This is an optimization exercise on Yosys and OpenROAD, whose aim is small area, not a production implementation.
The RTL was checked by simulation tests, not by an equivalence proof against the original design.
Power figures rest on the tool's default switching activity, not on a simulated workload.

## flow/design.v (module list and top-level ports; edited modules follow where they fit)
// module edge_detector: 36 lines
// module clk_div: 18 lines
// module opl3_exp_lut: 264 lines
// module opl3_log_sine_lut: 264 lines
// module ksl_add_rom: 43 lines
// module tremolo: 34 lines
// module vibrato: 27 lines
// module calc_rhythm_phase: 54 lines
// module calc_phase_inc: 45 lines
// module control_operators: 633 lines
// module channels: 197 lines
// module register_file_axi: 63 lines
// module opl3: 213 lines
module opl3 (
    input wire clk,
    input wire rst,
    input wire wr,
    input wire [8:0] addr,
    input wire [7:0] din,
    output logic signed [SAMPLE_WIDTH-1:0] channel_a,
    output logic signed [SAMPLE_WIDTH-1:0] channel_b,
    output logic signed [SAMPLE_WIDTH-1:0] channel_c,
    output logic signed [SAMPLE_WIDTH-1:0] channel_d
);
  // ...
==> flow/flow/run.sh <==
#!/bin/bash
# Layout flow: the standard synthesis, then the combinational logic is
# re-mapped with Yosys's default ABC script (which gives less cell area than
# the ORFS speed/area scripts); every flip-flop instance, its name and cell
# type, is kept as the standard synthesis made it. Then the standard
# layout from floorplan to finish, with clock tree synthesis told to add no
# dummy loads and with smaller clock buffers (clkbuf_8) driving clusters of at
# most 15 flip-flops within 60 um. Each tool's output goes to a log file of its own here.
set -euo pipefail
WORK=$(pwd)
R=$WORK/orfs/results/$FLOW_PLATFORM/opl3/base
LIB=$FLOW_HOME/platforms/$FLOW_PLATFORM/lib/sky130_fd_sc_hd__tt_025C_1v80.lib
YOSYS=$(command -v yosys || echo "$FLOW_HOME/../tools/install/yosys/bin/yosys")

bash standard.sh synth > synth.log 2>&1

DONT_USE=$(grep -o 'sky130_fd_sc_hd__lpflow\w*\|sky130_fd_sc_hd__probe\w*' \
  "$FLOW_HOME/platforms/$FLOW_PLATFORM/config.mk" | sort -u | sed 's/^/-dont_use /' | tr '\n' ' ')
mkdir -p reopt
cp "$R/1_2_yosys.v" reopt/standard_1_2_yosys.v
cat > reopt/reopt.ys <<EOT
read_liberty -ignore_miss_func $LIB
read_verilog $WORK/reopt/standard_1_2_yosys.v
hierarchy -top $FLOW_TOP
blackbox sky130_fd_sc_hd__*df* sky130_fd_sc_hd__*dl*
flatten
opt_clean
techmap
opt -fast
abc -liberty $LIB $DONT_USE
opt_clean -purge
splitnets
opt_clean -purge
hilomap -singleton -hicell sky130_fd_sc_hd__conb_1 HI -locell sky130_fd_sc_hd__conb_1 LO
opt_clean -purge
stat -liberty $LIB
write_verilog -noattr -nohex -nodec $WORK/reopt/1_2_yosys.v
EOT
"$YOSYS" -l reopt/reopt.log -q reopt/reopt.ys > reopt/yosys_stdout.log 2>&1
# the re-mapped netlist replaces the standard one; make then rebuilds
# 1_synth.odb from it and runs the rest of the flow
cp reopt/1_2_yosys.v "$R/1_2_yosys.v"
touch "$R/1_2_yosys.v"

bash standard.sh \
  CTS_ARGS="-sink_clustering_enable -repair_clock_nets -sink_clustering_size 15 -sink_clustering_max_diameter 60 -buf_list sky130_fd_sc_hd__clkbuf_8 -dont_use_dummy_load" \
  finish > layout.log 2>&1
==> flow/standard.sh <==
#!/bin/bash
# synth_recipe.tcl (not shown) runs the flow's synth.tcl, then flattens the netlist and writes it again
# the make line also repeats each setting of config.mk as NAME=value (left out here)
make -C /OpenROAD-flow-scripts/flow DESIGN_CONFIG=/design/flow/config.mk WORK_HOME=/design/flow/orfs CLKGATE_MAP_FILE= SYNTH_SCRIPT=/design/flow/synth_recipe.tcl "${@:-finish}"
==> flow/config.mk <==
export PLATFORM = sky130hd
export DESIGN_NAME = opl3
export DESIGN_NICKNAME = opl3
export VERILOG_FILES = /design/flow/design.v
export SDC_FILE = /design/flow/constraint.sdc
export NUM_CORES = 8
export LEC_CHECK = 0
export ABC_AREA = 1
export CAP_MARGIN = 20
export CORE_MARGIN = 2
export CORE_UTILIZATION = 50
export SLEW_MARGIN = 20
==> flow/constraint.sdc <==
create_clock -name core_clock -period 30.0 [get_ports {clk}]
set_input_delay 6.0000 -clock core_clock [delete_from_list [all_inputs] [get_ports {clk}]]
set_output_delay 6.0000 -clock core_clock [all_outputs]
set_load 0.01 [all_outputs]
==> reports/metrics.yaml, run 1 <==
synth_warnings: 2368
worstMarginPinSlew_ns: 1.366
wl_um: 671600
place_congestion: 1.143
highest_layer: "met5"
r2r_start: "channels.mix_phase[0]"
gr-max-usage-layer: "met2"
die_w_um: 579.1
seq_cell_count: 5421
slew_violations: 0
hp-start: "channels.control_operators.r_phase[263]"
numCtsBuffers: 436
critical_path_required_ns: 31.03
fin_ws_ns: 20.48
tap_cells: 4366
dp.cells: 16430
p_int_w: 0.009801
multi_input_cells: 6168
die_h_um: 579.1
largestClassByArea: "registers"
peakVddDrop_mv: 0.05813
seqCellArea_mm2: 0.1277
ctsRootBufferMaster: "clkbuf_8"
clock_latency_ns: 1.29
signal_buffers: 350
period_minus_slack_ns: 9.517
finalSetupTns_ns: 0
num_antenna_cells: 116
status: "complete, no violations"
crit_end: "channels.p_val[16]"
clock_area_share_pct: 3.319
p_sw_w: 0.003914
r2r_setup_slack_ns: 20.48
hpwlAfterDp_um: 498200
timing.final.hold_violations: 0
max_stage_delay_ns: 0.82
fin_cells: 17000
power.group.top: "sequential cells"
ant_nets: 0
route.met3.wl_um: 79570
clkTransAtPathRegs_ns: 0.10
nonClkBufAreaFrac_pct: 1.634
synthToLayoutAreaGrowth_pct: 9.343
==> module channels, before the edit <==
module channels (
    input wire clk,
    input wire rst,
    input wire sample_clk_en,
    input wire [511:0][7:0] slv8_reg,
    input wire [REG_CONNECTION_SEL_WIDTH-1:0] connection_sel,
    input wire is_new,
    input wire nts,                      
    input wire dvb,
    input wire dam,                              
    input wire ryt,
    input wire bd,
    input wire sd,
    input wire tom,
    input wire tc,
    input wire hh,
    input wire [2-1:0][9-1:0] cnt,
	 output logic signed [SAMPLE_WIDTH-1:0] channel_a,
    output logic signed [SAMPLE_WIDTH-1:0] channel_b,
    output logic signed [SAMPLE_WIDTH-1:0] channel_c,
    output logic signed [SAMPLE_WIDTH-1:0] channel_d
);      
    logic signed [CHANNEL_ACCUMULATOR_WIDTH-1:0] channel_a_acc_pre_clamp;
    logic signed [CHANNEL_ACCUMULATOR_WIDTH-1:0] channel_b_acc_pre_clamp;
    logic signed [CHANNEL_ACCUMULATOR_WIDTH-1:0] channel_c_acc_pre_clamp;
    logic signed [CHANNEL_ACCUMULATOR_WIDTH-1:0] channel_d_acc_pre_clamp;
    logic signed [CHANNEL_ACCUMULATOR_WIDTH-1:0] p_a, p_b, p_c, p_d;
    logic mix_active;
    logic [2:0] mix_group;       
    logic [2:0] mix_phase;       
    logic mix_take;
    logic [4:0] mix_idx;         
    logic [3:0] nchannel;
    logic nbank;
    always_ff @(posedge clk)
        if (rst) begin
            mix_active <= 0;
            mix_group <= 0;
            mix_phase <= 0;
        end
        else if (sample_clk_en) begin
            mix_active <= 1;
            mix_group <= 0;
            mix_phase <= 1;
        end
        else if (mix_active) begin
            if (mix_phase == 5) begin
                mix_phase <= 0;
                mix_group <= mix_group + 1;
            end
            else
                mix_phase <= mix_phase + 1;
            if (mix_group == 5 && mix_phase == 2)
                mix_active <= 0;
        end
    always_comb begin
        mix_take = sample_clk_en || (mix_active && mix_phase < 3);
        mix_idx = sample_clk_en ? 5'd0 : 5'(3*mix_group + mix_phase);
        nbank = mix_idx >= NUM_CHANNELS_PER_BANK;
        nchannel = nbank ? 4'(mix_idx - NUM_CHANNELS_PER_BANK) : 4'(mix_idx);
    end
    logic [REG_FNUM_WIDTH-1:0] chan_fnum;
    logic [REG_BLOCK_WIDTH-1:0] chan_block;
    logic chan_kon;
    logic [REG_FB_WIDTH-1:0] chan_fb;
    logic [3:0] chan_out_en;     
    logic [3:0] chan_out_en_00;
    always_comb begin
        chan_fnum = '0; chan_block = '0; chan_kon = '0; chan_fb = '0; chan_out_en = '0;
        for (int b = 0; b < NUM_BANKS; b++)
            for (int c = 0; c < NUM_CHANNELS_PER_BANK; c++)
                if (nbank == b && nchannel == c) begin
                    chan_fnum = {slv8_reg['hB0+256*b+c][1:0], slv8_reg['hA0+256*b+c]};
                    chan_kon = slv8_reg['hB0+256*b+c][5];
                    chan_block = slv8_reg['hB0+256*b+c][4:2];
                    chan_out_en = slv8_reg['hC0+256*b+c][7:4];
                    chan_fb = slv8_reg['hC0+256*b+c][3:1];
                end
    end
    always_ff @(posedge clk)
        if (rst)
            chan_out_en_00 <= '0;
        else if (sample_clk_en)
            chan_out_en_00 <= chan_out_en;
    logic [OP_OUT_WIDTH-1:0] op_p, op_q, op_r, op_s;
    control_operators control_operators (
        .mix_first(sample_clk_en),
        .mix_p(op_p),
        .mix_q(op_q),
        .mix_r(op_r),
        .mix_s(op_s),
        .*
    );
    logic [NUM_CHANNELS_PER_BANK-1:0] cntb;
    logic [3:0] out_en;
    always_comb begin
        cntb = nbank ? cnt[1] : cnt[0];
        out_en = sample_clk_en ? chan_out_en_00 : chan_out_en;
    end
    logic cnt_c, cnt_c3, four_op, ryt0;
    logic use_p, use_q, use_r, use_s;
    always_comb begin
        cnt_c = cntb[nchannel];
        cnt_c3 = '0;
        four_op = '0;
        for (int c = 0; c < 3; c++)
            if (nchannel == c) begin
                cnt_c3 = cntb[c + 3];
                four_op = connection_sel[c + 3*nbank] && is_new;
            end
        ryt0 = ryt && !nbank && nchannel >= 6;
        if (four_op) begin
            use_s = 1;
            use_r = cnt_c && cnt_c3;
            use_p = cnt_c;
            use_q = !cnt_c && cnt_c3;
        end
        else if (ryt0 && nchannel == 6) begin
            use_s = 0;
            use_r = 0;
            use_p = !cnt_c;
            use_q = cnt_c;
        end
        else begin
            use_s = 0;
            use_r = 0;
            use_p = cnt_c || ryt0;
            use_q = 1;
        end
    end
    logic signed [CHANNEL_ACCUMULATOR_WIDTH-1:0] chan_val;
    always_comb
        chan_val = (use_p ? $signed(op_p) : 13'sd0) + (use_q ? $signed(op_q) : 13'sd0)
         + (use_r ? $signed(op_r) : 13'sd0) + (use_s ? $signed(op_s) : 13'sd0);
    logic all_out;
    always_comb all_out = !is_new && !nbank;
    logic signed [CHANNEL_ACCUMULATOR_WIDTH-1:0] p_val;
    logic [3:0] p_en;
    logic p_valid;
    always_ff @(posedge clk) begin
        p_val <= chan_val;
        p_en <= out_en | {4{all_out}};
        p_valid <= mix_take && !rst;
    end
    always_comb begin
        p_a = p_en[0] ? p_val : '0;
        p_b = p_en[1] ? p_val : '0;
        p_c = p_en[2] ? p_val : '0;
        p_d = p_en[3] ? p_val : '0;
    end
    always_ff @(posedge clk)
        if (sample_clk_en || rst) begin
            channel_a_acc_pre_clamp <= 0;
            channel_b_acc_pre_clamp <= 0;
            channel_c_acc_pre_clamp <= 0;
            channel_d_acc_pre_clamp <= 0;
        end
        else if (p_valid) begin
            channel_a_acc_pre_clamp <= channel_a_acc_pre_clamp + p_a;
            channel_b_acc_pre_clamp <= channel_b_acc_pre_clamp + p_b;
            channel_c_acc_pre_clamp <= channel_c_acc_pre_clamp + p_c;
            channel_d_acc_pre_clamp <= channel_d_acc_pre_clamp + p_d;
        end
    always_ff @(posedge clk)
        if (rst) begin
            channel_a <= 0;
            channel_b <= 0;
            channel_c <= 0;
            channel_d <= 0;
        end
        else if (sample_clk_en) begin
            if (channel_a_acc_pre_clamp > 2**15 - 1)
                channel_a <= 2**15 - 1;
            else if (channel_a_acc_pre_clamp < -2**15)
                channel_a <= -2**15;
            else
                channel_a <= channel_a_acc_pre_clamp;
            if (channel_b_acc_pre_clamp > 2**15 - 1)
                channel_b <= 2**15 - 1;
            else if (channel_b_acc_pre_clamp < -2**15)
                channel_b <= -2**15;
            else
                channel_b <= channel_b_acc_pre_clamp;              
            if (channel_c_acc_pre_clamp > 2**15 - 1)
                channel_c <= 2**15 - 1;
            else if (channel_c_acc_pre_clamp < -2**15)
                channel_c <= -2**15;
            else
                channel_c <= channel_c_acc_pre_clamp;              
            if (channel_d_acc_pre_clamp > 2**15 - 1)
                channel_d <= 2**15 - 1;
            else if (channel_d_acc_pre_clamp < -2**15)
                channel_d <= -2**15;
            else
                channel_d <= channel_d_acc_pre_clamp; 
        end        
endmodule
==> run 2, diff against run 1 <==
--- a/flow/design.v
+++ b/flow/design.v
@@ -1643,6 +1643,6 @@
     always_comb begin
-        p_a = p_en[0] ? p_val : '0;
-        p_b = p_en[1] ? p_val : '0;
-        p_c = p_en[2] ? p_val : '0;
-        p_d = p_en[3] ? p_val : '0;
+        p_a = p_valid && p_en[0] ? p_val : '0;
+        p_b = p_valid && p_en[1] ? p_val : '0;
+        p_c = p_valid && p_en[2] ? p_val : '0;
+        p_d = p_valid && p_en[3] ? p_val : '0;
     end
@@ -1655,3 +1655,3 @@
         end
-        else if (p_valid) begin
+        else begin
             channel_a_acc_pre_clamp <= channel_a_acc_pre_clamp + p_a;
==> run 2 against run 1 <==
Against the previous run:
- total power is essentially flat
- final cell count shrank 0.68%
- still clean
- critical path type unchanged
- non-clock buffer count grew 43
- highest routed layer unchanged
==> reports/metrics.yaml, run 2 <==
status: "complete, no violations"
finish.instance_area_mm2: 0.1808
grt_overflow: 0
critical_path_required_ns: 30.96  # -0.07 ns
utilization_pct: 55.12
synth_area_mm2: 0.1651
grt_pass1_wl_um: 850200
place_congestion: 1.071  # -6.3%
ant_nets: 0  # unchanged
grtUsageTotal_pct: 37.55
finalSetupTns_ns: 0  # unchanged
cts_hold_buf: 0
synth_cells: 11640
clock_latency_ns: 1.19  # -0.10 ns
cts_buffer_depth: 4
row_count: 210
hpwlAfterDp_um: 471000  # -5.5%
dp.cells: 16370  # -0.34%
die_h_um: 578.6  # about the same
min_delay_path_depth: 0
skew_ns: 0.1497
numCtsBuffers: 432  # -0.92%
die_w_um: 578.6  # about the same
numPortBuffers: 83
cts_resized: 0
cts_tree: "done"
drive_gt1_share_pct: 6.963
clkTransAtPathRegs_ns: 0.09  # about the same
p_leak_nw: 65.64
mostFrequentLayoutCell: "dfxtp_1"
clock-sinks: 5421
drc_errors: 0
synth_nets: 11660
rr_worst_depth: 23
grt_use_met2_pct: 54.54
htreeDepth: 5
vias: 106800
hp-class: "flop to flop"
worstMarginPinSlew_ns: 1.426  # +0.05974 ns
slew_violations: 0  # unchanged
arrival_ns: 10.55
gr-max-usage-layer: "met2"
fin_cells: 16880  # -0.68%
cp-end-kind: "flop"
period_share_pct: 31.95
first_iter_violations: 18010
avgSynthCellArea_um2: 14.18
fmax_ghz: 0.1043
peakVddDrop_mv: 0.06284  # +8.1%
dieArea_mm2: 0.3348
wl_um: 640200  # -4.7%
power.density_mw_per_mm2: 75.84
rsz0062_at_grt: "false"
worstSetupStartpointType: "flop"
critical_path_peak_fanout: 22
setup_viol: 0
synth_warnings: 2368  # unchanged
wl_per_cell_um: 37.92
gr-usage-met3_pct: 11.64
timing.final.hold_violations: 0  # unchanged
critPathKind: "flop to flop"
vias_per_cell: 6.330
ctsRootBufferMaster: "clkbuf_8"
synthToLayoutAreaGrowth_pct: 9.483
post_dp_cell_area_mm2: 0.1745
max-cap-violations: 0
largest_register_ffs: 1672
layout.nets: 12490
grt_max_degree: 135
core_area_mm2: 0.3279
start_util_pct: 50.35
mostFrequentLayoutCells: "dfxtp_1, edfxtp_1, nand2_1, nor2_1, o21ai_0"
gr-usage-met1_pct: 47.99
antenna_found_initial: 88
postCtsSetupRepairBufs: 0
maxSlewHeadroom_pct: 4.963
grt_pass1_vias: 98830
drt_pass1_iterations: 12
period_minus_slack_ns: 9.586  # +0.06850 ns
ioPinCount: 84
==> run 2: cell types whose count changed in the layout (fill, tap and decap cells not counted), moves of 20 or more <==
cell,delta
buf_4,+56
nor2_1,-45
nand2b_1,+24
and3_1,+24
o211ai_1,+20
a22o_1,-29
nand2_1,-85
a21oi_1,-23
clkinv_1,+32
diode_2,-46
xor2_1,-22
==> run 2: final timing paths <==
path                                                       startpoint                                    end  slack, ns
worst max register to register                  channels.mix_group[0]                     channels.p_val[15]      20.41
worst min register to register  channels.control_operators.r_out[390]  channels.control_operators.r_out[403]       0.22
worst max-delay path                            channels.mix_group[0]                     channels.p_val[15]      20.41
worst min-delay path            channels.control_operators.r_out[390]  channels.control_operators.r_out[403]       0.22
==> run 2: final cells by class <==
class | count | area [µm²]
fill | 26400 | 147200
sequential | 5421 | 127700
multi-input combinational | 6048 | 37660
clock buffer | 432 | 5946
tap | 4346 | 5438
timing repair buffer | 393 | 3182
inverter | 171 | 656.9
antenna | 70 | 175.2
==> run 2: per-layer routing <==
metal / share of wire, % / vias to the layer above / wire [µm]
li1: - / 44620 / -
met1: 37 / 53020 / 239900
met2: 42 / 7508 / 269200
met3: 12 / 1656 / 77500
met4: 8.3 / 44 / 53290
met5: 0.048 / - / 308
==> run 2: where the power goes <==
group | total (W) | switching [W] | internal, W
clock | 0.00350 | 0.00222 | 0.00128
sequential | 0.00822 | 0.000327 | 0.00789
combinational | 0.00199 | 0.00137 | 0.000614
total | 0.0137 | 0.00392 | 0.00979
==> run 2: worst max-delay path, cell delays in order, from the launching register on <==
cell	delay (ns)
dfxtp_1	0.53
xor3_1	0.53
a21o_1	0.24
and3_1	0.21
o311ai_0	0.81
a31o_1	0.77
a21oi_1	0.29
nor3_1	0.59
and3_1	1.01
a22o_1	0.27
o21a_1	0.22
o311ai_0	0.16
a2111oi_1	0.79
xnor3_1	0.33
xnor2_1	0.24
o22ai_1	0.15
a311oi_1	0.36
o31ai_1	0.16
maj3_1	0.43
a211oi_1	0.30
o31ai_1	0.14
a21boi_0	0.37
nor4b_1	0.15
nor4_1	0.37
==> run 2: metrics by stage <==
step	worst slack, ns	total power (W)	hold WS [ns]
after floorplan	17.01	0.009381	0.3096
after global placement	20.42	0.01033	0.3095
after detailed placement	20.39	0.01030	0.3121
after CTS	20.43	0.01368	0.1793
after global routing	19.62	0.01413	0.1631
final	20.41	0.01371	0.2206

==> re-timing with driven ports <==
The flow's constraints put no driver on any port. The routed layouts listed below were extracted and timed again, unchanged, in two steps.
Step 1, drivers: a clkbuf_16 drives clk and a buf_2 each remaining input, both assumed.
Step 2 moves the port delays by t, midway between the first and last clock arrival at a register: inputs arrive t later, outputs are due t later. That takes back most of the time a late clock gives input paths.
Slacks: ideal ports / drivers / drivers and shift; pairs: ideal ports / drivers.
| run | shift t [ns] | setup WS [ns] | worst setup path at the end | cell pins on the clock port's net |
|---|---|---|---|---|
| run 1 | 1.323 | 20.483 / 20.483 / 20.222 | input to register | 1 |
| run 2 | 1.236 | 20.414 / 20.414 / 20.220 | input to register | 1 |
After both steps setup and hold are still met in every run listed. For run 1, which loses most, drivers alone change the setup slack by 0.000 ns; drivers and shift together by -0.261 ns.
